From an optimization exercise on the open Yosys and OpenROAD flow, aimed at small area; shortcuts taken in it are not production practice.
RTL that was checked went through simulation tests only; none was proved equivalent to the original.
For runs 1 to 4, only the layout was checked, not whether the RTL still works.
Power figures rest on the tool's default switching activity, not on a simulated workload.

File: design.v
module CPUtop (input power,reset,clk,writeI,softReset,input [31:0] dataI,TPC,output valid,
	output [4:0] wb_reg, output [31:0] wb_data,
	output mem_we, output [31:0] mem_addr, mem_wdata,
	output [31:0] pc);
	localparam MS = 22;    
	integer p;
	genvar j, t;
	reg [29:0] ipc;             
	reg [29:0] instr;           
	reg [511:0] imem;           
	reg [255:0] rf;             
	reg [255:0] dm;             
	reg rq;                     
	reg [29:0] d_ir;            
	reg x_M, x_D, x_ADD, x_SUB, x_SLT, x_AI, x_J, x_rw, x_mr, x_mw;    
	reg [4:0] x_wr;
	reg [15:0] x_imm;           
	reg x_R;
	reg [31:0] x_rt;
	reg [31:0] m_alu, m_sd;
	reg [MS-1:0] m_q;
	reg m_s, m_M, m_D, m_ADD, m_SUB, m_SLT, m_AI;
	reg [4:0] m_wr;
	reg m_rw, m_mr, m_mw, m_J;
	reg [31:0] w_d;             
	reg [4:0] w_wr;
	reg w_rw;
	wire clr = reset | softReset;
	wire eN = power & ~clr, hN = ~power & ~clr;               
	wire eI = ~writeI & ~reset, hI = writeI & ~reset;         
	wire run = power & ~softReset;
	wire eP = run & ~reset, hP = ~run & ~reset;               
	wire [1:0] bo = TPC[1:0];
	wire [3:0] bw0 = TPC[5:2];
	wire [3:0] bw1 = TPC[5:2] + 4'd1;
	wire [31:0] rot = (bo == 2'd0) ? dataI :
	                  (bo == 2'd1) ? {dataI[7:0], dataI[31:8]} :
	                  (bo == 2'd2) ? {dataI[15:0], dataI[31:16]} :
	                                 {dataI[23:0], dataI[31:24]};
	always @(posedge clk) rq <= reset;
	wire [31:0] idat = rot & {32{~(reset & rq)}};
	always @(posedge clk) begin
		for (p = 0; p < 64; p = p + 1)
			if (reset | (writeI & (((p/4) == bw0 && (p%4) >= bo) || ((p/4) == bw1 && (p%4) < bo))))
				imem[32*(p/4) + 24 - 8*(p%4) +: 8] <= idat[24 - 8*(p%4) +: 8];
	end
	wire [15:0] ohf = 16'd1 << ipc[3:0];
	wire [29:0] fw, instr_n;
	generate
		for (t = 0; t < 30; t = t + 1) begin : fetch
			localparam integer B = (t < 24) ? t : t + 2;
			wire [15:0] col;
			for (j = 0; j < 16; j = j + 1) begin : w
				assign col[j] = imem[32*j + B];
			end
			mux16oh m (.s(ohf), .d(col), .y(fw[t]));
			ao22 h (.a1(eI), .a2(fw[t]), .b1(hI), .b2(instr[t]), .y(instr_n[t]));
		end
	endgenerate
	always @(posedge clk) instr <= instr_n;
	wire [30:0] ic;
	wire [29:0] ipc1, ipc_d, ipc_n;
	assign ic[0] = 1'b1;
	generate
		for (j = 0; j < 30; j = j + 1) begin : inc
			assign ipc1[j] = ipc[j] ^ ic[j];
			assign ic[j+1] = ipc[j] & ic[j];
			ao22 h (.a1(eP), .a2(ipc_d[j]), .b1(hP), .b2(ipc[j]), .y(ipc_n[j]));
		end
	endgenerate
	assign ipc_d = m_J ? {14'd0, m_alu[17:2]} : ipc1;
	always @(posedge clk) ipc <= ipc_n;
	wire [29:0] d_ir_n;
	generate
		for (t = 0; t < 30; t = t + 1) begin : ifid
			ao22 h (.a1(eN), .a2(instr[t]), .b1(hN), .b2(d_ir[t]), .y(d_ir_n[t]));
		end
	endgenerate
	always @(negedge clk) d_ir <= d_ir_n;
	wire [31:0] ir = {d_ir[29:24], 2'b00, d_ir[23:0]};
	wire [5:0] op = ir[31:26];
	wire [5:0] fn = ir[5:0];
	wire isR = (op == 6'b000000);
	wire isJ = (op == 6'b000010);
	wire isAddi = (op == 6'b001000);
	wire isAddiu = (op == 6'b001001);
	wire isLw = (op == 6'b100011);
	wire isSw = (op == 6'b101011);
	wire fSLL = (fn == 6'b000000), fSRL = (fn == 6'b000010), fADD = (fn == 6'b100000), fMUL = (fn == 6'b011000),
	     fDIV = (fn == 6'b011010), fSUB = (fn == 6'b100010), fSLT = (fn == 6'b101010);
	wire id_M = isR & (fMUL | fSLL);
	wire id_D = isR & (fDIV | fSRL);
	wire id_ADD = isR & fADD;
	wire id_SUB = isR & fSUB;
	wire id_SLT = isR & fSLT;
	wire id_rw = isR | isAddi | isAddiu | isLw;
	wire [4:0] id_wr = isR ? ir[15:11] : ir[20:16];
	wire [7:0] ohs = 8'd1 << ir[23:21];
	wire [7:0] oht = 8'd1 << ir[18:16];
	wire [31:0] rs_v, rt_v;      
	generate
		for (t = 0; t < 32; t = t + 1) begin : rfr
			wire [7:0] col;
			for (j = 0; j < 8; j = j + 1) begin : r
				assign col[j] = rf[32*j + t];
			end
			mux8oh ms (.s(ohs), .d(col), .y(rs_v[t]));
			mux8oh mt (.s(oht), .d(col), .y(rt_v[t]));
		end
	endgenerate
	wire [31:0] onehot = (rt_v[31:5] == 27'd0) ? (32'd1 << rt_v[4:0]) : 32'd0;
	wire [31:0] id_rt = (isR & (fSLL | fSRL)) ? onehot : rt_v;
	wire [15:0] id_imm = isR ? id_rt[15:0] : ir[15:0];
	wire [63:0] xcur = {x_M, x_D, x_ADD, x_SUB, x_SLT, x_AI, x_J, x_rw, x_mr, x_mw, x_wr, x_imm, x_R, x_rt};
	wire [63:0] xnxt = {id_M, id_D, id_ADD, id_SUB, id_SLT, isAddi, isJ, id_rw, isLw, isSw, id_wr, id_imm, isR, id_rt};
	wire [63:0] x_n;
	generate
		for (t = 0; t < 64; t = t + 1) begin : idex
			ao22 h (.a1(eN), .a2(xnxt[t]), .b1(hN), .b2(xcur[t]), .y(x_n[t]));
		end
	endgenerate
	always @(negedge clk) {x_M, x_D, x_ADD, x_SUB, x_SLT, x_AI, x_J, x_rw, x_mr, x_mw, x_wr, x_imm, x_R, x_rt} <= x_n;
	wire [31:0] x_col = {x_rt[31:16] & {16{x_R}}, x_imm};
	wire [31:0] A = rs_v;
	wire [32:0] ac;
	wire [31:0] asum;
	assign ac[0] = 1'b0;
	generate
		for (t = 0; t < 32; t = t + 1) begin : add
			if (t < 16) begin : lo
				fa1 f (.a(A[t]), .b(x_imm[t]), .c(ac[t]), .s(asum[t]), .co(ac[t+1]));
			end else begin : hi
				assign asum[t] = A[t] ^ ac[t];
				assign ac[t+1] = A[t] & ac[t];
			end
		end
	endgenerate
	wire [32*32-1:0] S;         
	wire [31:0] sg, q;
	wire [32:0] zx, zm;         
	wire [31:0] xcn = ~x_col, mcn = ~m_sd;
	assign zx[32] = 1'b1;
	assign zm[32] = 1'b1;
	generate
		for (j = 31; j >= 0; j = j - 1) begin : zchain
			assign zx[j] = zx[j+1] & ~x_col[j];
			assign zm[j] = zm[j+1] & ~m_sd[j];
		end
		for (j = 0; j < 32; j = j + 1) begin : row
			wire rM, rD, aj, act, sp, g1, g0;
			wire [31:0] cv;
			if (j < MS) begin : exr
				assign rM = x_M;
				assign rD = x_D;
				assign aj = A[31-j];
				assign cv = x_col;
				assign act = zx[j+1];
				if (j == 0) begin : s0
					assign sp = 1'b0;
				end else begin : sn
					assign sp = sg[j-1];
				end
			end else begin : memr
				assign rM = m_M;
				assign rD = m_D;
				assign aj = m_alu[31-j];
				assign cv = m_sd;
				assign act = zm[j+1];
				if (j == MS) begin : s0
					assign sp = m_s;
				end else begin : sn
					assign sp = sg[j-1];
				end
			end
			wire da = rD & act;
			if (j == 31) begin : last
				assign g1 = rM ? aj : ((da & sp) | m_ADD);
				assign g0 = (da & ~sp) | m_SUB | m_SLT;
			end else begin : mid
				assign g1 = rM ? aj : (da & sp);
				assign g0 = da & ~sp;
			end
			wire g1n = ~g1, g0n = ~g0;
			wire [31:0] cvn = (j < MS) ? xcn : mcn;
			wire [j+1:0] c;
			assign c[0] = g0;
			for (t = 0; t <= j; t = t + 1) begin : fa
				wire x, y;
				if (t == 0) begin : inj
					assign x = ~rM & aj;
				end else if (j == MS) begin : fromreg
					assign x = m_alu[32-MS+t-1];
				end else begin : fromrow
					assign x = S[32*(j-1) + t - 1];
				end
				o22ai ym (.a1(cvn[t]), .a2(g1n), .b1(cv[t]), .b2(g0n), .y(y));
				fa1 f (.a(x), .b(y), .c(c[t]), .s(S[32*j + t]), .co(c[t+1]));
			end
			assign sg[j] = da & ~c[j+1];
			assign q[j] = c[j+1];
		end
	endgenerate
	wire [31:0] m_alu_d = (x_mr | x_mw | x_AI) ? asum :
	                      x_J ? {14'd0, x_col[15:0], 2'b00} :
	                      {S[32*(MS-1) +: MS], A[31-MS:0]};
	wire [101:0] mcur = {m_alu, m_sd, m_q, m_s, m_M, m_D, m_ADD, m_SUB, m_SLT, m_AI, m_wr, m_rw, m_mr, m_mw, m_J};
	wire [101:0] mnxt = {m_alu_d, x_rt, q[MS-1:0], sg[MS-1], x_M, x_D, x_ADD, x_SUB, x_SLT, x_AI, x_wr, x_rw, x_mr, x_mw, x_J};
	wire [101:0] m_n;
	generate
		for (t = 0; t < 102; t = t + 1) begin : exmem
			ao22 h (.a1(eN), .a2(mnxt[t]), .b1(hN), .b2(mcur[t]), .y(m_n[t]));
		end
	endgenerate
	always @(negedge clk) {m_alu, m_sd, m_q, m_s, m_M, m_D, m_ADD, m_SUB, m_SLT, m_AI, m_wr, m_rw, m_mr, m_mw, m_J} <= m_n;
	wire [31:0] quo;
	generate
		for (j = 0; j < 32; j = j + 1) begin : qbits
			if (j < MS) begin : lo
				assign quo[31-j] = m_q[j];
			end else begin : hi
				assign quo[31-j] = q[j];
			end
		end
	endgenerate
	wire [31:0] arr = (m_M | m_ADD | m_SUB) ? S[32*31 +: 32] :
	                  m_D ? (zm[0] ? 32'd0 : quo) :
	                  m_SLT ? {31'd0, ~q[31]} : 32'd0;
	wire [7:0] oha = 8'd1 << m_alu[2:0];
	always @(posedge clk) begin
		for (p = 0; p < 8; p = p + 1)
			if (reset | (m_mw & oha[p]))
				dm[32*p +: 32] <= m_sd;
	end
	wire [31:0] dmq;
	generate
		for (t = 0; t < 32; t = t + 1) begin : dmr
			wire [7:0] col;
			for (j = 0; j < 8; j = j + 1) begin : r
				assign col[j] = dm[32*j + t];
			end
			mux8oh m (.s(oha), .d(col), .y(dmq[t]));
		end
	endgenerate
	wire [31:0] w_d_d = m_mr ? dmq : m_AI ? m_alu : arr;
	wire [37:0] wcur = {w_d, w_wr, w_rw};
	wire [37:0] wnxt = {w_d_d, m_wr, m_rw};
	wire [37:0] w_n;
	generate
		for (t = 0; t < 38; t = t + 1) begin : memwb
			ao22 h (.a1(eN), .a2(wnxt[t]), .b1(hN), .b2(wcur[t]), .y(w_n[t]));
		end
	endgenerate
	always @(negedge clk) {w_d, w_wr, w_rw} <= w_n;
	wire [7:0] ohw = 8'd1 << w_wr[2:0];
	always @(negedge clk) begin
		for (p = 0; p < 8; p = p + 1)
			if (reset | (w_rw & ohw[p]))
				rf[32*p +: 32] <= w_d;
	end
	assign valid = w_rw;
	assign wb_reg = w_wr;
	assign wb_data = w_d;
	assign mem_we = m_mw;
	assign mem_addr = m_alu;
	assign mem_wdata = m_sd;
	assign pc = {ipc, 2'b00};
endmodule
module mux16oh (input [15:0] s, input [15:0] d, output y);
	wire [5:0] n;
	wire h0, h1;
	aoi222 u0 (.a1(d[0]), .a2(s[0]), .b1(d[1]), .b2(s[1]), .c1(d[2]), .c2(s[2]), .y(n[0]));
	aoi222 u1 (.a1(d[3]), .a2(s[3]), .b1(d[4]), .b2(s[4]), .c1(d[5]), .c2(s[5]), .y(n[1]));
	aoi222 u2 (.a1(d[6]), .a2(s[6]), .b1(d[7]), .b2(s[7]), .c1(d[8]), .c2(s[8]), .y(n[2]));
	aoi222 u3 (.a1(d[9]), .a2(s[9]), .b1(d[10]), .b2(s[10]), .c1(d[11]), .c2(s[11]), .y(n[3]));
	aoi222 u4 (.a1(d[12]), .a2(s[12]), .b1(d[13]), .b2(s[13]), .c1(d[14]), .c2(s[14]), .y(n[4]));
	nand2g u5 (.a(d[15]), .b(s[15]), .y(n[5]));
	nand3g u6 (.a(n[0]), .b(n[1]), .c(n[2]), .y(h0));
	nand3g u7 (.a(n[3]), .b(n[4]), .c(n[5]), .y(h1));
	or2g u8 (.a(h0), .b(h1), .y(y));
endmodule
module mux8oh (input [7:0] s, input [7:0] d, output y);
	wire [2:0] n;
	aoi222 u0 (.a1(d[0]), .a2(s[0]), .b1(d[1]), .b2(s[1]), .c1(d[2]), .c2(s[2]), .y(n[0]));
	aoi222 u1 (.a1(d[3]), .a2(s[3]), .b1(d[4]), .b2(s[4]), .c1(d[5]), .c2(s[5]), .y(n[1]));
	aoi22 u2 (.a1(d[6]), .a2(s[6]), .b1(d[7]), .b2(s[7]), .y(n[2]));
	nand3g u3 (.a(n[0]), .b(n[1]), .c(n[2]), .y(y));
endmodule
module fa1 (input a, b, c, output s, co);
	assign s = a ^ b ^ c;
	assign co = (a & b) | (a & c) | (b & c);
endmodule
module o22ai (input a1, a2, b1, b2, output y);
	assign y = ~((a1 | a2) & (b1 | b2));
endmodule
module ao22 (input a1, a2, b1, b2, output y);
	assign y = (a1 & a2) | (b1 & b2);
endmodule
module aoi22 (input a1, a2, b1, b2, output y);
	assign y = ~((a1 & a2) | (b1 & b2));
endmodule
module aoi222 (input a1, a2, b1, b2, c1, c2, output y);
	assign y = ~((a1 & a2) | (b1 & b2) | (c1 & c2));
endmodule
module nand2g (input a, b, output y);
	assign y = ~(a & b);
endmodule
module nand3g (input a, b, c, output y);
	assign y = ~(a & b & c);
endmodule
module or2g (input a, b, output y);
	assign y = a | b;
endmodule
File: flow/run.sh
#!/bin/bash
# Own layout flow: the standard ORFS flow (standard.sh) with these changes:
#  - port buffers use the smallest buffer cell;
#  - clock tree synthesis options (flow/cts_args.txt).
# Registers, floorplan, power grid, placement, routing and reports are ORFS's
# own steps, run by standard.sh. Each step's full log is in orfs/logs/, and
# make's own output in flow_make.log.
set -euo pipefail
W=$(pwd)
rm -rf "$W/scripts_own"
cp -r "$FLOW_HOME/scripts" "$W/scripts_own"
cp "$W/flow/abc_area.script" "$W/scripts_own/abc_area.script"
export SCRIPTS_DIR="$W/scripts_own"
export CTS_ARGS="$(cat "$W/flow/cts_args.txt")"
export BUFFER_PORTS_ARGS="-buffer_cell sky130_fd_sc_hd__buf_1"
bash "$W/standard.sh" "SCRIPTS_DIR=$SCRIPTS_DIR" finish > "$W/flow_make.log" 2>&1
File: flow/abc_area.script
strash
dch
amap
&get -n
&st
&dch
&put
amap
topo
stime -c
File: flow/cts_args.txt
-sink_clustering_enable -repair_clock_nets -dont_use_dummy_load -buf_list {sky130_fd_sc_hd__clkbuf_8}
File: standard.sh
#!/bin/bash
# synth_recipe.tcl (not shown) runs the flow's synth.tcl, then flattens the netlist and writes it again
# the make line also repeats each setting of config.mk as NAME=value (left out here)
make -C /OpenROAD-flow-scripts/flow DESIGN_CONFIG=/design/flow/config.mk WORK_HOME=/design/flow/orfs CLKGATE_MAP_FILE= SYNTH_SCRIPT=/design/flow/synth_recipe.tcl "${@:-finish}"
File: config.mk
export PLATFORM = sky130hd
export DESIGN_NAME = CPUtop
export DESIGN_NICKNAME = CPUtop
export VERILOG_FILES = /design/flow/design.v
export SDC_FILE = /design/flow/constraint.sdc
export NUM_CORES = 4
export LEC_CHECK = 0
export ABC_AREA = 1
export CAP_MARGIN = 20
export CORE_MARGIN = 2
export CORE_UTILIZATION = 60
export PLACE_DENSITY = 0.7
export SLEW_MARGIN = 20
export SYNTH_HIERARCHICAL = 1
File: constraint.sdc
create_clock -name core_clock -period 140.0 [get_ports {clk}]
set_input_delay 28.0000 -clock core_clock [delete_from_list [all_inputs] [get_ports {clk}]]
set_output_delay 28.0000 -clock core_clock [all_outputs]
set_load 0.01 [all_outputs]
==> impl_metrics.ini, run 1 <==
[status]
status = no timing/DRC/antenna violations

[finish]
fin_cells = 6912
nets = 6180
num-fill-cells = 7552
multi_input_area_um2 = 27800
drive_gt1_frac = 0.0903
syn_to_final_growth_pct = 13.9
fin_util = 0.691
seq_area_um2 = 35700

[critical_path]
rr_worst_depth = 364
cp_slowest_cell = or3_1
start_kind = flop
critPathArrivalTime_ps = 195370
crit_required_ps = 210720
crit_path_max_incr_delay_ps = 510
cpMostUsedCell = fa_1
critPathCaptureType = flop
path_max_fanout = 22
path_class = flop to flop
reg2reg_slack_ps = 15350

[timing]
timing_hold_violations_final = 0
min_period_ps = 124650
rsz0062_at_grt = no
slew_headroom = 0.184
report.final.setup_viol = 0
finalSetupTns_ps = 0
period_share = 0.890
worst_pin_slew_ps = 1210
max_freq_mhz = 8.02
skew_ps = 136
drv_slew = 0

[worst_hold_path]
whs_path_depth = 1
hp-class = flop to flop

[clocking]
cts_max_level = 4
cts_tree = yes
hold_buffers = 0
cts-root-buf = clkbuf_8
cts_buffer_depth = 3
cts_resized = 0
clk_pin_slew_worst_paths_ps = 40
postCtsSetupBuffers = 0
cts_sinks = 1287
cts_made_buffers = 210
clock_latency_ps = 900

[routing]
dr.first_iter.drc_count = 7877
vias_per_cell = 7.15
drtAntennaViolNets = 0
wl_per_cell_um = 29.5
wl_mm = 204
drt_first_pass_iters = 11
drc_errors = 0
vias = 49400

[power]
peakVddDrop_mv = 0.00985
p_per_area_nw_per_um2 = 11.6
p_leak_uw = 0.0277

[synthesis]
ys_warn_count = 7
seq_area_frac_synth = 0.558
synthDistinctLibCells = 34
avgSynthCellArea_um2 = 14.3
synth-seq-cells = 1287
syn_inst = 4468
netlist_area_um2 = 64000

[floorplanning]
start_util = 0.606
die_x_um = 331
placementRows = 119
ios = 204
core_um2 = 106000
fp.dieH_um = 331
dieArea_um2 = 109000

[job]
maxCapViolCount = 0

[placement]
placed_cells = 6207
hpwl_mm = 134
numPortBuffers = 175
place_congestion = 1.01

[global_route]
grt_pass1_wl_mm = 303
grt_pass1_vias = 49400
grt-ovfl-total = 0
grt_start_max_net_pins = 219
antenna_found_initial = 4
grt_util_all_layers = 0.375
-- cells by family after synthesis --
| group | after synthesis | share of synthesized area |
|---|---|---|
| other | 1 | 0.0000586 |
| and+or+nand+nor | 753 | 0.0539 |
| AOI/OAI and AO/OA | 1607 | 0.193 |
| adders and majority gates | 592 | 0.180 |
| DFF | 1287 | 0.558 |
| buffers and inverters | 228 | 0.0154 |
-- metrics by stage --
step                hold WS, ps  area [um^2]  power (uW)  worst slack (ps)
finish                      457        72900         847             15350
global route                475        72900         883             12240
CTS                         462        72900         849             16850
detailed placement          457        68100         543             16680
global placement            451        68100         541             18500
floorplan                   439        64000         513             25420
-- state kept, by name, indices dropped and copies added, names as in the netlist, 22 cells and up --
register / flops
d_ir: 30
dm: 256
imem: 480
instr: 30
ipc: 30
m_alu: 32
m_q: 22
m_sd: 32
rf: 256
w_d: 32
x_rt: 32
-- placed cells by master (no fill, tap or decap), types with 7 or more instances in the layout --
cell type | netlist | final
o22ai_1 | 606 | 598
or2_0 | 52 | 52
a22o_1 | 306 | 306
edfxtp_1 | 992 | 992
a221oi_1 | 61 | 59
o31ai_1 | 22 | 22
a2111oi_2 | 0 | 7
a22oi_1 | 97 | 97
nand4_1 | 22 | 22
ha_1 | 48 | 46
o21ai_0 | 90 | 90
a211oi_1 | 17 | 10
o22ai_2 | 0 | 8
or3_1 | 12 | 12
nor3_1 | 57 | 18
clkinv_1 | 193 | 682
nor2b_1 | 38 | 36
a32o_1 | 15 | 15
nor4_1 | 8 | 8
fa_1 | 544 | 544
nand2_1 | 157 | 157
dfxtp_1 | 295 | 293
a222oi_1 | 346 | 346
nand3_1 | 173 | 173
clkbuf_8 | 0 | 210
buf_1 | 1 | 175
nor2_1 | 232 | 223
buf_4 | 34 | 204
nor3_2 | 0 | 39
a21oi_1 | 32 | 32
-- cells in the mapped netlist (all sizes together) --
cell type / instances / share of area
a2111oi: 9 / 0.0012
a211oi: 17 / 0.0020
a21oi: 32 / 0.0025
a221oi: 61 / 0.0083
a222oi: 346 / 0.054
a22o: 306 / 0.042
a22oi: 97 / 0.011
a32o: 15 / 0.0023
a32oi: 1 / 0.00014
buf: 35 / 0.0040
clkinv: 193 / 0.011
conb: 1 / 0.000059
dfxtp: 295 / 0.092
edfxtp: 992 / 0.47
fa: 544 / 0.17
ha: 48 / 0.0094
nand2: 157 / 0.0092
nand3: 173 / 0.014
nand4: 22 / 0.0022
nor2: 232 / 0.014
nor2b: 38 / 0.0037
nor3: 57 / 0.0045
nor4: 8 / 0.00078
o21a: 1 / 0.00012
o21ai: 90 / 0.0070
o221a: 1 / 0.00018
o22a: 1 / 0.00014
o22ai: 606 / 0.059
o31ai: 22 / 0.0026
o32ai: 2 / 0.00027
or2: 52 / 0.0051
or3: 12 / 0.0012
or4: 2 / 0.00023
-- modules after synthesis (local to each module, per instance), excerpt --
| module | flops+latches | area (um^2) | copies in the design | cells inside |
|---|---|---|---|---|
| ao22 | 0 | 8.76 | 294 | 1 |
| aoi22 | 0 | 7.51 | 96 | 1 |
| or2g | 0 | 6.26 | 30 | 1 |
| nand3g | 0 | 5.00 | 156 | 1 |
| o22ai | 0 | 6.26 | 528 | 1 |
| CPUtop | 1287 | 42000 | 1 | 2448 |
| aoi222 | 0 | 10.0 | 342 | 1 |
| nand2g | 0 | 3.75 | 30 | 1 |
-- critical path, delay by kind of cell, from the launching register on --
kind / cells / cell delay (ps)
adder cells (fa/ha/maj): 253 / 104420
AND/OR/NAND/NOR: 63 / 11990
buffers and inverters: 23 / 3990
AO/OA/AOI/OAI: 25 / 3700
flip-flops: 1 / 350
-- path summary, 6_finish.rpt --
kind	end	start
worst max-delay path	m_alu[31]	x_rt[31]
worst min-delay path	w_wr[3]	w_wr[3]
worst max register to register	m_alu[31]	x_rt[31]
worst min register to register	w_wr[3]	w_wr[3]
-- report_power, final --
part	switching (uW)	total, uW	internal (uW)
clock	177	330	152
sequential	7.74	445	437
combinational	50.3	71.9	21.6
-- area by class of cell --
type	instances	share of cell area
antenna	4	0.000137
tap	1391	0.0239
clock inverter	490	0.0252
inverter	192	0.00988
clock buffer	210	0.0396
multi-input combinational	2955	0.381
sequential	1287	0.489
timing repair buffer	383	0.0310
-- metal layers --
metal  wire length [um]  vias to the layer above  global-route usage
li1                   -                    20700                   -
met4              13900                        4               0.246
met5                 30                        -                   0
met1              72500                    24500               0.481
met2              93900                     3632               0.572
met3              23800                      665              0.0941
==> run 2: changes to the inputs <==
==> flow/run.sh (replaced) <==
#!/bin/bash
# Own layout flow: the standard ORFS flow (standard.sh) with these changes:
#  - port buffers use the smallest buffer cell;
#  - clock tree synthesis: the clock inverter of the falling-edge registers is
#    kept whole (not copied next to each register), so CTS builds one tree on
#    clk and one on the inverted clock; no dummy loads; options in
#    flow/cts_args.txt.
# Registers, floorplan, power grid, placement, routing and reports are ORFS's
# own steps, run by standard.sh. Each step's full log is in orfs/logs/, and
# make's own output in flow_make.log.
set -euo pipefail
W=$(pwd)
rm -rf "$W/scripts_own"
cp -r "$FLOW_HOME/scripts" "$W/scripts_own"
cp "$W/flow/abc_area.script" "$W/scripts_own/abc_area.script"
sed -i 's/^repair_clock_inverters$/# repair_clock_inverters (left out by flow\/run.sh)/' "$W/scripts_own/cts.tcl"
grep -q "left out by flow" "$W/scripts_own/cts.tcl"
export SCRIPTS_DIR="$W/scripts_own"
export CTS_ARGS="$(cat "$W/flow/cts_args.txt")"
export BUFFER_PORTS_ARGS="-buffer_cell sky130_fd_sc_hd__buf_1"
bash "$W/standard.sh" "SCRIPTS_DIR=$SCRIPTS_DIR" finish > "$W/flow_make.log" 2>&1
==> flow/cts_args.txt (replaced) <==
-sink_clustering_enable -repair_clock_nets -dont_use_dummy_load -buf_list {sky130_fd_sc_hd__clkbuf_8} -sink_clustering_size 16 -sink_clustering_max_diameter 50
==> run 2 against run 1 <==
- final area shrank 3.4%
- maximum frequency hardly changed
- register-to-register slack got worse by 40 ps
- setup slack worse by 40 ps
- core utilization down 2.3 points
- clock power shrank about 30%
- still clean on timing, DRC and antenna
==> impl_metrics.ini, run 2 <==
[timing]
timing_hold_violations_final = 0
drv_slew = 0
period_share = 0.891
rsz0062_at_grt = no
max_freq_mhz = 8.02
slew_headroom = 0.165
min_period_ps = 124690
skew_ps = 675
finalSetupTns_ps = 0
worst_pin_slew_ps = 1250
hold_ws_ps = 414
report.final.setup_viol = 0

[floorplanning]
placementRows = 119
core_um2 = 106000
die_x_um = 331
fp.dieH_um = 331
dieArea_um2 = 109000
start_util = 0.606
ios = 204

[finish]
top_register = imem
fin_cells = 6380
largest_reg_flops = 480
layout_commonest_cell = edfxtp_1
reg_top3 = imem x480, dm x256, rf x256
drive_gt1_frac = 0.0913
fin_util = 0.668
syn_to_final_growth_pct = 10.1
nets = 5648
final_area_um2 = 70500
final_cell_mix = edfxtp_1 (992), o22ai_1 (598), fa_1 (544)

[placement]
placed_cells = 6207
post_dp_cell_area_um2 = 68100
hpwl_mm = 134
numPortBuffers = 175
place_congestion = 1.01

[worst_hold_path]
hp-class = flop to flop

[critical_path]
cpMostUsedCell = fa_1
path_max_fanout = 22
crit_required_ps = 211280
critPathCaptureType = flop
start_kind = flop
cp_slowest_cell = fa_1
reg2reg_slack_ps = 15310
crit_path_max_incr_delay_ps = 510
path_class = flop to flop
critPathArrivalTime_ps = 195960

[routing]
vias = 46900
drtAntennaViolNets = 0
wl_mm = 201
wl_per_cell_um = 31.5
vias_per_cell = 7.36
drt_first_pass_iters = 13
drc_errors = 0
dr.first_iter.drc_count = 7316

[clocking]
clock_latency_ps = 1980
cts_tree = yes
clk_pin_slew_worst_paths_ps = 90
hold_buffers = 0
postCtsSetupBuffers = 0
cts_resized = 0

[synthesis]
synth_edf_count = 992
avgSynthCellArea_um2 = 14.3
ys_warn_count = 7
synth-seq-cells = 1287
netlist_area_um2 = 64000
ys_top_cells_by_area = edfxtp_1 (47%), fa_1 (17%), dfxtp_1 (9.2%)
yosysMostFrequentCell = edfxtp_1
seq_area_frac_synth = 0.558
synth.top_cell.area_share = 0.465
synth_common_cells = edfxtp_1 (992), o22ai_1 (606), fa_1 (544)
yosys_most_used_dff = edfxtp_1
syn_inst = 4468
synthDistinctLibCells = 34
synth_top_area_cell = edfxtp_1
async_flop_share = 0

[global_route]
grt_start_max_net_pins = 219
grt_util_all_layers = 0.370
grt-ovfl-total = 0
antenna_found_initial = 5
grt_pass1_vias = 46100
grt_pass1_wl_mm = 297

[power]
peakVddDrop_mv = 0.0110
p_leak_uw = 0.0266
p_per_area_nw_per_um2 = 10.6

[job]
maxCapViolCount = 0

[status]
status = no timing/DRC/antenna violations
==> run 2: cell counts after synthesis <==
Identical to the previous run, type by type.
==> run 2: per-layer routing <==
| layer | vias up | global-route usage | routed length (um) |
|---|---|---|---|
| li1 | 19600 | - | - |
| met1 | 23400 | 0.487 | 72500 |
| met2 | 3302 | 0.564 | 91800 |
| met3 | 614 | 0.0830 | 22700 |
| met4 | 4 | 0.231 | 14200 |
| met5 | - | 0 | 24 |
==> run 2: final cells by class <==
cell class	instances	area [um^2]
clock buffers	166	2280
flip-flops and latches	1287	35700
fillers	7659	35100
well taps	1391	1740
inverters	193	724
repair buffers	384	2250
multi-input cells	2955	27800
diodes	4	10.0
==> run 2: Yosys stat by module, one instance, submodules excluded, excerpt <==
module	flops+latches	times used	cell area, um^2	cells inside
nand3g	0	156	5.00	1
o22ai	0	528	6.26	1
CPUtop	1287	1	42000	2448
aoi22	0	96	7.51	1
or2g	0	30	6.26	1
nand2g	0	30	3.75	1
ao22	0	294	8.76	1
aoi222	0	342	10.0	1
fa1	0	544	20.0	1
==> run 2: cells by family (layout without fill, tap and decap cells) <==
kind of cell,count (synthesis),in the layout,synth area share
other,1,7,0.0000586
AND/OR/NAND/NOR,753,753,0.0539
flip-flops,1287,1287,0.558
adder cells (fa/ha/maj),592,592,0.180
buffers and inverters,228,743,0.0154
AO/OA/AOI/OAI,1607,1607,0.193
==> run 2: worst paths after layout <==
path / start / endpoint / cells after the start
setup / recovery: x_rt[31] / m_alu[31] / 364
hold / removal: x_wr[3] / m_wr[3] / 1
setup reg to reg: x_rt[31] / m_alu[31] / 364
hold reg to reg: x_wr[3] / m_wr[3] / 1
==> run 2: where the power goes <==
group | switching (uW) | total (uW) | internal, uW | leakage (uW)
Clock | 126 | 231 | 105 | 0.00120
Sequential | 7.68 | 443 | 435 | 0.0124
Combinational | 50.1 | 71.7 | 21.6 | 0.0130
Total | 184 | 746 | 562 | 0.0266
==> run 2: per-stage QoR <==
| stage | setup WS [ps] | power [uW] |
|---|---|---|
| 2_1_floorplan | 25420 | 513 |
| 3_3_place_gp | 18500 | 541 |
| 3_5_place_dp | 16680 | 543 |
| 4_1_cts | 16820 | 748 |
| 5_1_grt | 12270 | 770 |
| 6_report | 15310 | 746 |
==> run 2: critical path, delay by kind of cell (launching register included) <==
| family | cells | cell delay [ps] |
|---|---|---|
| compound gates | 25 | 3730 |
| fa+ha+maj | 253 | 104380 |
| flops | 1 | 370 |
| buf+inv | 23 | 4000 |
| simple gates | 63 | 11950 |
==> run 3: changes to the inputs <==
--- a/design.v
+++ b/design.v
@@ -12,16 +12,25 @@
 	reg [255:0] dm;             
 	reg rq;                     
 	reg [29:0] d_ir;            
-	reg x_M, x_D, x_ADD, x_SUB, x_SLT, x_AI, x_J, x_rw, x_mr, x_mw;    
+	localparam [3:0] C_NONE = 4'b0000, C_ZW = 4'b0001,    
+	                 C_AI = 4'b0010, C_LW = 4'b0011, C_SW = 4'b0100, C_J = 4'b0101,
+	                 C_M = 4'b1000, C_D = 4'b1001,          
+	                 C_ADD = 4'b1100, C_SUB = 4'b1101, C_SLT = 4'b1110;
+	reg [3:0] x_c;              
 	reg [4:0] x_wr;
 	reg [15:0] x_imm;           
-	reg x_R;
 	reg [31:0] x_rt;
 	reg [31:0] m_alu, m_sd;
 	reg [MS-1:0] m_q;
-	reg m_s, m_M, m_D, m_ADD, m_SUB, m_SLT, m_AI;
+	reg m_s;
+	reg [3:0] m_c;
 	reg [4:0] m_wr;
-	reg m_rw, m_mr, m_mw, m_J;
+	wire x_M = (x_c == C_M), x_D = (x_c == C_D), x_AI = (x_c == C_AI), x_J = (x_c == C_J);
+	wire x_mr = (x_c == C_LW), x_mw = (x_c == C_SW), x_R = x_c[3];
+	wire m_M = (m_c == C_M), m_D = (m_c == C_D), m_ADD = (m_c == C_ADD), m_SUB = (m_c == C_SUB);
+	wire m_SLT = (m_c == C_SLT), m_AI = (m_c == C_AI), m_J = (m_c == C_J);
+	wire m_mr = (m_c == C_LW), m_mw = (m_c == C_SW);
+	wire m_rw = m_c[3] | (~m_c[2] & (m_c[1] | m_c[0]));
 	reg [31:0] w_d;             
 	reg [4:0] w_wr;
 	reg w_rw;
@@ -88,12 +97,9 @@
 	wire isSw = (op == 6'b101011);
 	wire fSLL = (fn == 6'b000000), fSRL = (fn == 6'b000010), fADD = (fn == 6'b100000), fMUL = (fn == 6'b011000),
 	     fDIV = (fn == 6'b011010), fSUB = (fn == 6'b100010), fSLT = (fn == 6'b101010);
-	wire id_M = isR & (fMUL | fSLL);
-	wire id_D = isR & (fDIV | fSRL);
-	wire id_ADD = isR & fADD;
-	wire id_SUB = isR & fSUB;
-	wire id_SLT = isR & fSLT;
-	wire id_rw = isR | isAddi | isAddiu | isLw;
+	wire [3:0] id_c = isR ? ((fMUL | fSLL) ? C_M : (fDIV | fSRL) ? C_D : fADD ? C_ADD :
+	                         fSUB ? C_SUB : fSLT ? C_SLT : C_ZW) :
+	                  isAddi ? C_AI : isAddiu ? C_ZW : isLw ? C_LW : isSw ? C_SW : isJ ? C_J : C_NONE;
 	wire [4:0] id_wr = isR ? ir[15:11] : ir[20:16];
 	wire [7:0] ohs = 8'd1 << ir[23:21];
 	wire [7:0] oht = 8'd1 << ir[18:16];
@@ -111,15 +117,15 @@
 	wire [31:0] onehot = (rt_v[31:5] == 27'd0) ? (32'd1 << rt_v[4:0]) : 32'd0;
 	wire [31:0] id_rt = (isR & (fSLL | fSRL)) ? onehot : rt_v;
 	wire [15:0] id_imm = isR ? id_rt[15:0] : ir[15:0];
-	wire [63:0] xcur = {x_M, x_D, x_ADD, x_SUB, x_SLT, x_AI, x_J, x_rw, x_mr, x_mw, x_wr, x_imm, x_R, x_rt};
-	wire [63:0] xnxt = {id_M, id_D, id_ADD, id_SUB, id_SLT, isAddi, isJ, id_rw, isLw, isSw, id_wr, id_imm, isR, id_rt};
-	wire [63:0] x_n;
+	wire [56:0] xcur = {x_c, x_wr, x_imm, x_rt};
+	wire [56:0] xnxt = {id_c, id_wr, id_imm, id_rt};
+	wire [56:0] x_n;
 	generate
-		for (t = 0; t < 64; t = t + 1) begin : idex
+		for (t = 0; t < 57; t = t + 1) begin : idex
 			ao22 h (.a1(eN), .a2(xnxt[t]), .b1(hN), .b2(xcur[t]), .y(x_n[t]));
 		end
 	endgenerate
-	always @(negedge clk) {x_M, x_D, x_ADD, x_SUB, x_SLT, x_AI, x_J, x_rw, x_mr, x_mw, x_wr, x_imm, x_R, x_rt} <= x_n;
+	always @(negedge clk) {x_c, x_wr, x_imm, x_rt} <= x_n;
 	wire [31:0] x_col = {x_rt[31:16] & {16{x_R}}, x_imm};
 	wire [31:0] A = rs_v;
 	wire [32:0] ac;
@@ -203,15 +209,15 @@
 	wire [31:0] m_alu_d = (x_mr | x_mw | x_AI) ? asum :
 	                      x_J ? {14'd0, x_col[15:0], 2'b00} :
 	                      {S[32*(MS-1) +: MS], A[31-MS:0]};
-	wire [101:0] mcur = {m_alu, m_sd, m_q, m_s, m_M, m_D, m_ADD, m_SUB, m_SLT, m_AI, m_wr, m_rw, m_mr, m_mw, m_J};
-	wire [101:0] mnxt = {m_alu_d, x_rt, q[MS-1:0], sg[MS-1], x_M, x_D, x_ADD, x_SUB, x_SLT, x_AI, x_wr, x_rw, x_mr, x_mw, x_J};
-	wire [101:0] m_n;
+	wire [95:0] mcur = {m_alu, m_sd, m_q, m_s, m_c, m_wr};
+	wire [95:0] mnxt = {m_alu_d, x_rt, q[MS-1:0], sg[MS-1], x_c, x_wr};
+	wire [95:0] m_n;
 	generate
-		for (t = 0; t < 102; t = t + 1) begin : exmem
+		for (t = 0; t < 96; t = t + 1) begin : exmem
 			ao22 h (.a1(eN), .a2(mnxt[t]), .b1(hN), .b2(mcur[t]), .y(m_n[t]));
 		end
 	endgenerate
-	always @(negedge clk) {m_alu, m_sd, m_q, m_s, m_M, m_D, m_ADD, m_SUB, m_SLT, m_AI, m_wr, m_rw, m_mr, m_mw, m_J} <= m_n;
+	always @(negedge clk) {m_alu, m_sd, m_q, m_s, m_c, m_wr} <= m_n;
 	wire [31:0] quo;
 	generate
 		for (j = 0; j < 32; j = j + 1) begin : qbits
--- a/config.mk
+++ b/config.mk
@@ -6,9 +6,9 @@
 export NUM_CORES = 4
 export LEC_CHECK = 0
 export ABC_AREA = 1
-export CAP_MARGIN = 20
+export CAP_MARGIN = 10
 export CORE_MARGIN = 2
 export CORE_UTILIZATION = 60
 export PLACE_DENSITY = 0.7
-export SLEW_MARGIN = 20
+export SLEW_MARGIN = 10
 export SYNTH_HIERARCHICAL = 1
==> run 3 against run 2 <==
- sequential share of layout area grew 0.31 points
- final area shrank 1.3%
- global-route usage grew 0.88 points
- register-to-register slack lost 340 ps
- maximum frequency shrank 0.27%
- first-iteration DRC count grew 2.3%
- via count grew 0.27%
- area after synthesis shrank 0.41%
==> impl_metrics.ini, run 3 <==
[status]
status = no timing/DRC/antenna violations

[critical_path]
path_buf_inv = 16
rr_worst_depth = 327
cpMostUsedCell = fa_1
path_max_fanout = 32
crit_path_max_incr_delay_ps = 720
crit_required_ps = 211180
crit_family = adder cells
r2r-start = m_sd[31]
cp_slowest_cell = dfxtp_1
path_class = flop to flop
reg2reg_slack_ps = 14970
start_kind = flop
critPathArrivalTime_ps = 196210
reg2reg_to = w_d[0]
critPathCaptureType = flop

[power]
p_sw_uw = 175
swShare = 0.248
p_per_area_nw_per_um2 = 10.2
peakVddDrop_mv = 0.0103
sequentialPowerShare = 0.620
p_total_uw = 708
pwr-share-comb = 0.099
pwr-share-clk = 0.281
p_leak_uw = 0.0262
p_int_uw = 533

[finish]
layout_commonest_cell = edfxtp_1
largest_reg_flops = 480
reg_top3 = imem x480, dm x256, rf x256
drive_gt1_frac = 0.0829
nets = 5582
syn_to_final_growth_pct = 9.09
fin_util = 0.661
final_cell_mix = edfxtp_1 (992), o22ai_1 (583), fa_1 (544)
top_register = imem

[global_route]
grt_pass1_wl_mm = 302
grt_start_max_net_pins = 222
grt_util_all_layers = 0.379
grt-ovfl-total = 0
antenna_found_initial = 1
grt_pass1_vias = 45500

[synthesis]
ys_warn_count = 7
ys_top_cells_by_area = edfxtp_1 (47%), fa_1 (17%), dfxtp_1 (8.9%)
muxShareOfSynthArea = 0
synthAdderAreaFrac = 0.180
synth-compound-area-share = 0.195
syn_inst = 4450
synth_edf_count = 992
synth.top_cell.area_share = 0.467
seq_area_frac_synth = 0.556
synth-xor-area-share = 0
synthDistinctLibCells = 42
synth_top_area_cell = edfxtp_1
yosysMostFrequentCell = edfxtp_1
synth-seq-cells = 1274
avgSynthCellArea_um2 = 14.3
netlist_area_um2 = 63700
synth_top_family_by_area = compound AO/OA/AOI/OAI gates
yosys.area_share.simple = 0.0503
synth_common_cells = edfxtp_1 (992), o22ai_1 (585), fa_1 (544)
yosys_most_used_dff = edfxtp_1
async_flop_share = 0

[timing]
postLayoutSetupSlackWorst_ps = 14970
min_period_ps = 125030
max_freq_mhz = 8.00
slew_headroom = 0.142
skew_ps = 448
timing_hold_violations_final = 0
rsz0062_at_grt = no
worst_pin_slew_ps = 1290
report.final.setup_viol = 0
finalSetupTns_ps = 0
period_share = 0.893
drv_slew = 0

[placement]
hpwl_mm = 136
pre_cts_slack_ps = 17210
place_congestion = 0.971
numPortBuffers = 175

[floorplanning]
start_util = 0.606
die_x_um = 330
fp.dieH_um = 330
core_um2 = 105000
dieArea_um2 = 109000
ios = 204
placementRows = 119

[routing]
vias = 47100
wl_per_cell_um = 32.8
drt_first_pass_iters = 13
drc_errors = 0
dr.first_iter.drc_count = 7485
vias_per_cell = 7.46
drtAntennaViolNets = 0
wl_mm = 207

[worst_hold_path]
hold_path_end = instr[16]
worstHoldStart = imem[496]
whs_path_depth = 4
hp-class = flop to flop

[clocking]
cts_tree = yes
postCtsSetupBuffers = 0
hold_buffers = 0
clock_latency_ps = 1680
cts_resized = 0
clk_pin_slew_worst_paths_ps = 100

[job]
maxCapViolCount = 0
[run 3: metrics by stage]
step	std cells	hold slack, ps	instance area (um^2)
6_report	6312	403	69500
3_5_place_dp	6181	455	67800
2_1_floorplan	4452	439	63800
5_1_grt	6311	458	69500
3_3_place_gp	6181	453	67800
4_1_cts	6309	396	69500
[run 3: per-layer routing]
metal | part of all wire | vias to the layer above | track usage
li1 | - | 19400 | -
met1 | 0.36 | 23700 | 0.507
met2 | 0.45 | 3473 | 0.572
met3 | 0.12 | 568 | 0.0859
met4 | 0.068 | 0 | 0.228
met5 | 0 | - | 0
[run 3: worst max-delay path by stage]
stage | from | endpoint | slack, ps | cells past startpoint
3_3_place_gp | m_sd[31] | w_d[0] | 18380 | 327
5_1_grt | x_c[3] | m_alu[31] | 12530 | 364
6_report | m_sd[31] | w_d[0] | 14970 | 327
4_1_cts | m_sd[31] | w_d[0] | 17250 | 327
3_5_place_dp | m_sd[31] | w_d[0] | 17210 | 327
2_1_floorplan | m_sd[30] | w_d[0] | 25250 | 323
[run 3: layout make-up]
type / count / area, um^2
repair buffers: 374 / 2180
well taps: 1391 / 1740
multi-input cells: 2889 / 27500
fillers: 7686 / 35700
flip-flops and latches: 1274 / 35400
inverters: 254 / 953
diodes: 2 / 5.00
clock buffers: 128 / 1760
[run 3: logic make-up after synthesis]
| family | count (synthesis) |
|---|---|
| adders and majority gates | 592 |
| buffers and inverters | 289 |
| other | 1 |
| and+or+nand+nor | 683 |
| DFF | 1274 |
| AOI/OAI and AO/OA | 1611 |
[run 3: power groups by stage]
| stage | clock network (uW) | registers [uW] | logic [uW] |
|---|---|---|---|
| 4_1_cts | 202 | 439 | 68.8 |
| 3_3_place_gp | 20.6 | 447 | 67.5 |
| 5_1_grt | 213 | 441 | 75.3 |
| 6_report | 199 | 439 | 69.8 |
| 2_1_floorplan | 20.6 | 445 | 40.4 |
| 3_5_place_dp | 20.6 | 448 | 68.2 |
[run 3: per-module statistics from Yosys (local to each module, per instance), a selection]
module / cells inside / times used / area, um^2
aoi222: 1 / 342 / 10.0
fa1: 1 / 544 / 20.0
o22ai: 1 / 528 / 6.26
ao22: 1 / 281 / 8.76
nand3g: 1 / 156 / 5.00
nand2g: 1 / 30 / 3.75
or2g: 1 / 30 / 6.26
aoi22: 1 / 96 / 7.51
CPUtop: 2443 / 1 / 41900
[run 3: tightest hold or removal path: cells and delay by family (launching register included)]
| kind | cells | cell delay (ps) |
|---|---|---|
| AOI/OAI and AO/OA | 1 | 120 |
| and+or+nand+nor | 3 | 230 |
| DFF | 1 | 330 |
==> run 4: changes to the inputs <==
--- a/config.mk
+++ b/config.mk
@@ -8,7 +8,7 @@
 export ABC_AREA = 1
 export CAP_MARGIN = 10
 export CORE_MARGIN = 2
-export CORE_UTILIZATION = 60
-export PLACE_DENSITY = 0.7
+export CORE_UTILIZATION = 72
+export PLACE_DENSITY = 0.8
 export SLEW_MARGIN = 10
 export SYNTH_HIERARCHICAL = 1
==> run 4 against run 3 <==
- critical path depth is 3 lower
- clock skew is 52 ps lower
- core utilization is 12 points higher
- sequential cell count stayed put
- sequential power hardly changed
- power is 1.1% lower
- critical endpoint unchanged
==> impl_metrics.ini, run 4 <==
[status]
status = no timing/DRC/antenna violations

[timing]
timing_hold_violations_final = 0
worst_pin_slew_ps = 1340
period_share = 0.899
drv_slew = 0
finalSetupTns_ps = 0
rsz0062_at_grt = no
slew_headroom = 0.100
hold_ws_ps = 466
report.final.setup_viol = 0
skew_ps = 396
min_period_ps = 125810
max_freq_mhz = 7.95

[synthesis]
seq_area_frac_synth = 0.556
ys_top_cells_by_area = edfxtp_1 (47%), fa_1 (17%), dfxtp_1 (8.9%)
synth_top_area_cell = edfxtp_1
synthDistinctLibCells = 42
async_flop_share = 0
yosysMostFrequentCell = edfxtp_1
synth-seq-cells = 1274
synth_edf_count = 992
netlist_area_um2 = 63700
yosys_most_used_dff = edfxtp_1
synth_common_cells = edfxtp_1 (992), o22ai_1 (585), fa_1 (544)
avgSynthCellArea_um2 = 14.3
ys_warn_count = 7
synth.top_cell.area_share = 0.467
syn_inst = 4450

[critical_path]
cpMostUsedCell = fa_1
crit_required_ps = 211140
path_max_fanout = 31
reg2reg_slack_ps = 14190
crit_path_max_incr_delay_ps = 740
critPathArrivalTime_ps = 196950
start_kind = flop
critPathCaptureType = flop
cp_slowest_cell = dfxtp_1
path_class = flop to flop

[routing]
drc_errors = 0
dr.first_iter.drc_count = 9338
drtAntennaViolNets = 0
vias = 47900
vias_per_cell = 7.90
wl_per_cell_um = 33.2
drt_first_pass_iters = 14
wl_mm = 201

[clocking]
postCtsSetupBuffers = 0
cts_resized = 0
clk_pin_slew_worst_paths_ps = 100
clock_latency_ps = 1550
hold_buffers = 0
cts_tree = yes

[global_route]
grt-ovfl-total = 0
antenna_found_initial = 13
grt_start_max_net_pins = 171
grt_util_all_layers = 0.441
grt_pass1_wl_mm = 294
grt_pass1_vias = 46000

[floorplanning]
ios = 204
start_util = 0.724
die_x_um = 302
placementRows = 109
fp.dieH_um = 302
dieArea_um2 = 90900
core_um2 = 88100

[finish]
fin_util = 0.783
final_cell_mix = edfxtp_1 (992), o22ai_1 (583), fa_1 (544)
nets = 5555
syn_to_final_growth_pct = 8.26
largest_reg_flops = 480
drive_gt1_frac = 0.0758
layout_commonest_cell = edfxtp_1
top_register = imem
reg_top3 = imem x480, dm x256, rf x256

[placement]
numPortBuffers = 175
place_congestion = 1.02
hpwl_mm = 134

[job]
maxCapViolCount = 0

[power]
peakVddDrop_mv = 0.0122
p_total_uw = 700
p_per_area_nw_per_um2 = 10.1
p_leak_uw = 0.0260

[worst_hold_path]
hp-class = flop to flop
==> run 4: cell counts after synthesis <==
Identical to the previous run, type by type.
==> run 4: worst max-delay path, delay by kind of cell, from the launching register on <==
family	cells	cell delay, ps
AOI/OAI and AO/OA	15	3560
and+or+nand+nor	23	3770
adders and majority gates	272	112460
DFF	1	740
buffers and inverters	14	4950
==> run 4: metrics by stage <==
stage | std cells | setup slack, ps | instance area, um^2
2_1_floorplan | 4452 | 25250 | 63800
3_3_place_gp | 5931 | 18020 | 67300
3_5_place_dp | 5932 | 16270 | 67300
4_1_cts | 6054 | 16240 | 69000
5_1_grt | 6058 | 11420 | 69000
6_report | 6059 | 14190 | 69000
==> run 4: kinds of logic after synthesis <==
| group | count (synthesis) | synth area share |
|---|---|---|
| buffers and inverters | 289 | 0.0190 |
| and+or+nand+nor | 683 | 0.0503 |
| DFF | 1274 | 0.556 |
| AOI/OAI and AO/OA | 1611 | 0.195 |
| other | 1 | 0.0000588 |
| adders and majority gates | 592 | 0.180 |
==> run 4: path summary, 6_finish.rpt <==
kind / from / endpoint / cells past startpoint
min: x_rt[8] / m_sd[8] / 1
max: m_sd[30] / w_d[0] / 324
min reg2reg: x_rt[8] / m_sd[8] / 1
max reg2reg: m_sd[30] / w_d[0] / 324
==> run 4: power breakdown <==
part | internal [uW] | switching, uW | total, uW
clock | 77.4 | 114 | 192
sequential | 432 | 8.27 | 440
combinational | 19.7 | 48.9 | 68.7
total | 529 | 171 | 700
==> run 4: area by class of cell <==
cell class                      instances  area (um^2)
Sequential cell                      1274        35400
Multi-Input combinational cell       2889        27500
Fill cell                            5198        19100
Timing Repair Buffer                  353         2000
Clock buffer                          122         1680
Tap cell                             1165         1460
Inverter                              254          953
Antenna cell                            2         5.00
==> run 4: layer usage <==
metal	routed length, um	share of wire	GRT usage
met1	67200	0.33	0.589
met2	87600	0.44	0.639
met3	30500	0.15	0.125
met5	69	0.00034	0
met4	15800	0.079	0.291
==> run 4: modules after synthesis (local to each module, per instance), a selection <==
module | times used | flops+latches
aoi222 | 342 | 0
ao22 | 281 | 0
fa1 | 544 | 0
CPUtop | 1 | 1274
o22ai | 528 | 0
nand3g | 156 | 0
aoi22 | 96 | 0
nand2g | 30 | 0
or2g | 30 | 0
==> run 5: changes to the inputs <==
--- a/design.v
+++ b/design.v
@@ -48,11 +48,24 @@
 	                                 {dataI[23:0], dataI[31:24]};
 	always @(posedge clk) rq <= reset;
 	wire [31:0] idat = rot & {32{~(reset & rq)}};
-	always @(posedge clk) begin
+	reg [63:0] iwe;
+	always @(*) begin
 		for (p = 0; p < 64; p = p + 1)
-			if (reset | (writeI & (((p/4) == bw0 && (p%4) >= bo) || ((p/4) == bw1 && (p%4) < bo))))
-				imem[32*(p/4) + 24 - 8*(p%4) +: 8] <= idat[24 - 8*(p%4) +: 8];
+			iwe[p] = reset | (writeI & (((p/4) == bw0 && (p%4) >= bo) || ((p/4) == bw1 && (p%4) < bo)));
 	end
+	wire [63:0] iweb = ~iwe;
+	wire [511:0] imem_n;
+	generate
+		for (j = 0; j < 512; j = j + 1) begin : imw
+			localparam integer BY = 4*(j/32) + 3 - (j%32)/8;    
+			if ((j%32) == 24 || (j%32) == 25) begin : unused
+				assign imem_n[j] = 1'b0;
+			end else begin : st
+				ao22 h (.a1(iwe[BY]), .a2(idat[j%32]), .b1(iweb[BY]), .b2(imem[j]), .y(imem_n[j]));
+			end
+		end
+	endgenerate
+	always @(posedge clk) imem <= imem_n;
 	wire [15:0] ohf = 16'd1 << ipc[3:0];
 	wire [29:0] fw, instr_n;
 	generate
@@ -232,11 +245,15 @@
 	                  m_D ? (zm[0] ? 32'd0 : quo) :
 	                  m_SLT ? {31'd0, ~q[31]} : 32'd0;
 	wire [7:0] oha = 8'd1 << m_alu[2:0];
-	always @(posedge clk) begin
-		for (p = 0; p < 8; p = p + 1)
-			if (reset | (m_mw & oha[p]))
-				dm[32*p +: 32] <= m_sd;
-	end
+	wire [7:0] dwe = {8{reset}} | ({8{m_mw}} & oha);
+	wire [7:0] dweb = ~dwe;
+	wire [255:0] dm_n;
+	generate
+		for (j = 0; j < 256; j = j + 1) begin : dmw
+			ao22 h (.a1(dwe[j/32]), .a2(m_sd[j%32]), .b1(dweb[j/32]), .b2(dm[j]), .y(dm_n[j]));
+		end
+	endgenerate
+	always @(posedge clk) dm <= dm_n;
 	wire [31:0] dmq;
 	generate
 		for (t = 0; t < 32; t = t + 1) begin : dmr
@@ -258,11 +275,15 @@
 	endgenerate
 	always @(negedge clk) {w_d, w_wr, w_rw} <= w_n;
 	wire [7:0] ohw = 8'd1 << w_wr[2:0];
-	always @(negedge clk) begin
-		for (p = 0; p < 8; p = p + 1)
-			if (reset | (w_rw & ohw[p]))
-				rf[32*p +: 32] <= w_d;
-	end
+	wire [7:0] rwe = {8{reset}} | ({8{w_rw}} & ohw);
+	wire [7:0] rweb = ~rwe;
+	wire [255:0] rf_n;
+	generate
+		for (j = 0; j < 256; j = j + 1) begin : rfw
+			ao22 h (.a1(rwe[j/32]), .a2(w_d[j%32]), .b1(rweb[j/32]), .b2(rf[j]), .y(rf_n[j]));
+		end
+	endgenerate
+	always @(negedge clk) rf <= rf_n;
 	assign valid = w_rw;
 	assign wb_reg = w_wr;
 	assign wb_data = w_d;
--- a/config.mk
+++ b/config.mk
@@ -6,9 +6,9 @@
 export NUM_CORES = 4
 export LEC_CHECK = 0
 export ABC_AREA = 1
-export CAP_MARGIN = 10
+export CAP_MARGIN = 20
 export CORE_MARGIN = 2
-export CORE_UTILIZATION = 72
-export PLACE_DENSITY = 0.8
-export SLEW_MARGIN = 10
+export CORE_UTILIZATION = 60
+export PLACE_DENSITY = 0.7
+export SLEW_MARGIN = 20
 export SYNTH_HIERARCHICAL = 1
==> run 5 against run 4 <==
- setup slack better by 900 ps
- clock power rose by 9.9%
- power shrank 1.8%
- area after synthesis decreased by 1.6%
- synthesized cell count grew 24%
- still clean
- sequential power shrank 8.6%
- largest power group unchanged
- largest cell class is now multi-input combinational cells
- maximum frequency is 0.72% higher
==> impl_metrics.ini, run 5 <==
[global_route]
antenna_found_initial = 6
grt_util_all_layers = 0.417
grt_pass1_vias = 53700
grt-ovfl-total = 0
grt_start_max_net_pins = 100
grt_pass1_wl_mm = 344

[placement]
numPortBuffers = 175
hpwl_mm = 155
place_congestion = 1.01
pre_cts_slack_ps = 16570

[clocking]
clk_pin_slew_worst_paths_ps = 100
postCtsSetupBuffers = 0
cts_tree = yes
clock_latency_ps = 1850
cts_resized = 0
hold_buffers = 0

[synthesis]
ys_warn_count = 7
synth-seq-cells = 1274
yosys_most_used_dff = dfxtp_1
seq_area_frac_synth = 0.407
syn_inst = 5499
synthDistinctLibCells = 37
netlist_area_um2 = 62700
synth.top_cell.area_share = 0.407
synth_common_cells = a22o_1 (1277), dfxtp_1 (1274), o22ai_1 (621)
avgSynthCellArea_um2 = 11.4
yosysMostFrequentCell = a22o_1
async_flop_share = 0
synth_top_area_cell = dfxtp_1
ys_top_cells_by_area = dfxtp_1 (41%), a22o_1 (18%), fa_1 (17%)
synth_edf_count = 0

[routing]
drc_errors = 0
vias = 55700
drt_first_pass_iters = 14
dr.first_iter.drc_count = 9019
vias_per_cell = 7.56
drtAntennaViolNets = 0
wl_mm = 229
wl_per_cell_um = 31.0

[timing]
slew_headroom = 0.217
finalSetupTns_ps = 0
postLayoutSetupSlackWorst_ps = 15090
skew_ps = 573
rsz0062_at_grt = no
worst_pin_slew_ps = 1170
report.final.setup_viol = 0
max_freq_mhz = 8.01
drv_slew = 0
period_share = 0.892
timing_hold_violations_final = 0
min_period_ps = 124910

[finish]
syn_to_final_growth_pct = 9.97
reg_top3 = imem x480, dm x256, rf x256
final_cell_mix = a22o_1 (1277), dfxtp_1 (1274), o22ai_1 (620)
largest_reg_flops = 480
layout_commonest_cell = a22o_1
drive_gt1_frac = 0.0742
num-fill-cells = 8304
nets = 6647
top_register = imem

[critical_path]
crit_required_ps = 211260
path_class = flop to flop
cpMostUsedCell = fa_1
rr_worst_depth = 365
cp_slowest_cell = dfxtp_1
start_kind = flop
crit_path_max_incr_delay_ps = 630
critPathArrivalTime_ps = 196170
path_max_fanout = 21
critPathCaptureType = flop

[floorplanning]
start_util = 0.605
placementRows = 118
fp.dieH_um = 327
die_x_um = 327
ios = 204
core_um2 = 104000
dieArea_um2 = 107000

[worst_hold_path]
hp-class = flop to flop
whs_path_depth = 4

[power]
p_leak_uw = 0.0284
p_per_area_nw_per_um2 = 9.96
peakVddDrop_mv = 0.0104
p_total_uw = 687

[job]
maxCapViolCount = 0

[status]
status = no timing/DRC/antenna violations
run 5: cell count changes in the layout (fill, tap and decap cells not counted), sizes merged, moves of 9 or more:
cell    delta
nor2      -48
o22ai     +36
a21oi     -10
a22oi     +13
dfxtp    +992
nand2     -12
a22o     +994
clkinv    +89
a221oi    -14
buf       +30
a31o       -9
edfxtp   -992
clkbuf    +13
run 5: final timing paths:
path / start / to / slack, ps
setup reg to reg: x_c[3] / m_alu[31] / 15090
hold reg to reg: imem[438] / instr[22] / 470
hold / removal: imem[438] / instr[22] / 470
setup / recovery: x_c[3] / m_alu[31] / 15090
run 5: critical path, delay by kind of cell (launching register included):
family	cells	cell delay [ps]
buffers and inverters	24	4660
adders and majority gates	253	103420
and+or+nand+nor	63	12060
AOI/OAI and AO/OA	25	3900
DFF	1	630
run 5: cell type report:
cell class,count,area [um^2],area share
Inverter,344,1290,0.0187
Multi-Input combinational cell,3848,36300,0.527
Clock buffer,136,1870,0.0271
Antenna cell,5,12.5,0.000181
Sequential cell,1274,25500,0.370
Timing Repair Buffer,382,2230,0.0324
Tap cell,1380,1730,0.0250
run 5: metal layers:
layer / GRT usage / vias up / share of wire
met3: 0.106 / 599 / 0.12
met2: 0.600 / 3937 / 0.42
met1: 0.570 / 27600 / 0.39
met5: 0 / - / 0.00011
li1: - / 23600 / -
met4: 0.246 / 4 / 0.067
run 5: power breakdown:
| part | leakage (uW) | internal [uW] | switching (uW) | total [uW] |
|---|---|---|---|---|
| Clock | 0.000979 | 85.8 | 126 | 211 |
| Combinational | 0.0170 | 27.9 | 46.5 | 74.3 |
| Sequential | 0.0104 | 388 | 14.1 | 402 |
run 5: Yosys stat by module (local to each module, per instance), a selection:
module / area, um^2 / flip-flops and latches
CPUtop: 32200 / 1274
ao22: 8.76 / 0
aoi22: 7.51 / 0
or2g: 6.26 / 0
o22ai: 6.26 / 0
nand2g: 3.75 / 0
fa1: 20.0 / 0
nand3g: 5.00 / 0
aoi222: 10.0 / 0
run 5: logic make-up after synthesis:
| family | synth area share |
|---|---|
| and+or+nand+nor | 0.0477 |
| other | 0.0000598 |
| DFF | 0.407 |
| buffers and inverters | 0.0247 |
| adders and majority gates | 0.183 |
| AOI/OAI and AO/OA | 0.338 |
run 5: stage by stage:
stage | cell area [um^2] | util | hold slack, ps | std cells
after floorplan | 62700 | - | 439 | 5501
after global placement | 67000 | 0.646 | 451 | 7225
after detailed placement | 67000 | 0.646 | 452 | 7226
after CTS | 68900 | 0.664 | 473 | 7362
after global routing | 69000 | 0.665 | 490 | 7366
final | 69000 | 0.665 | 469 | 7369
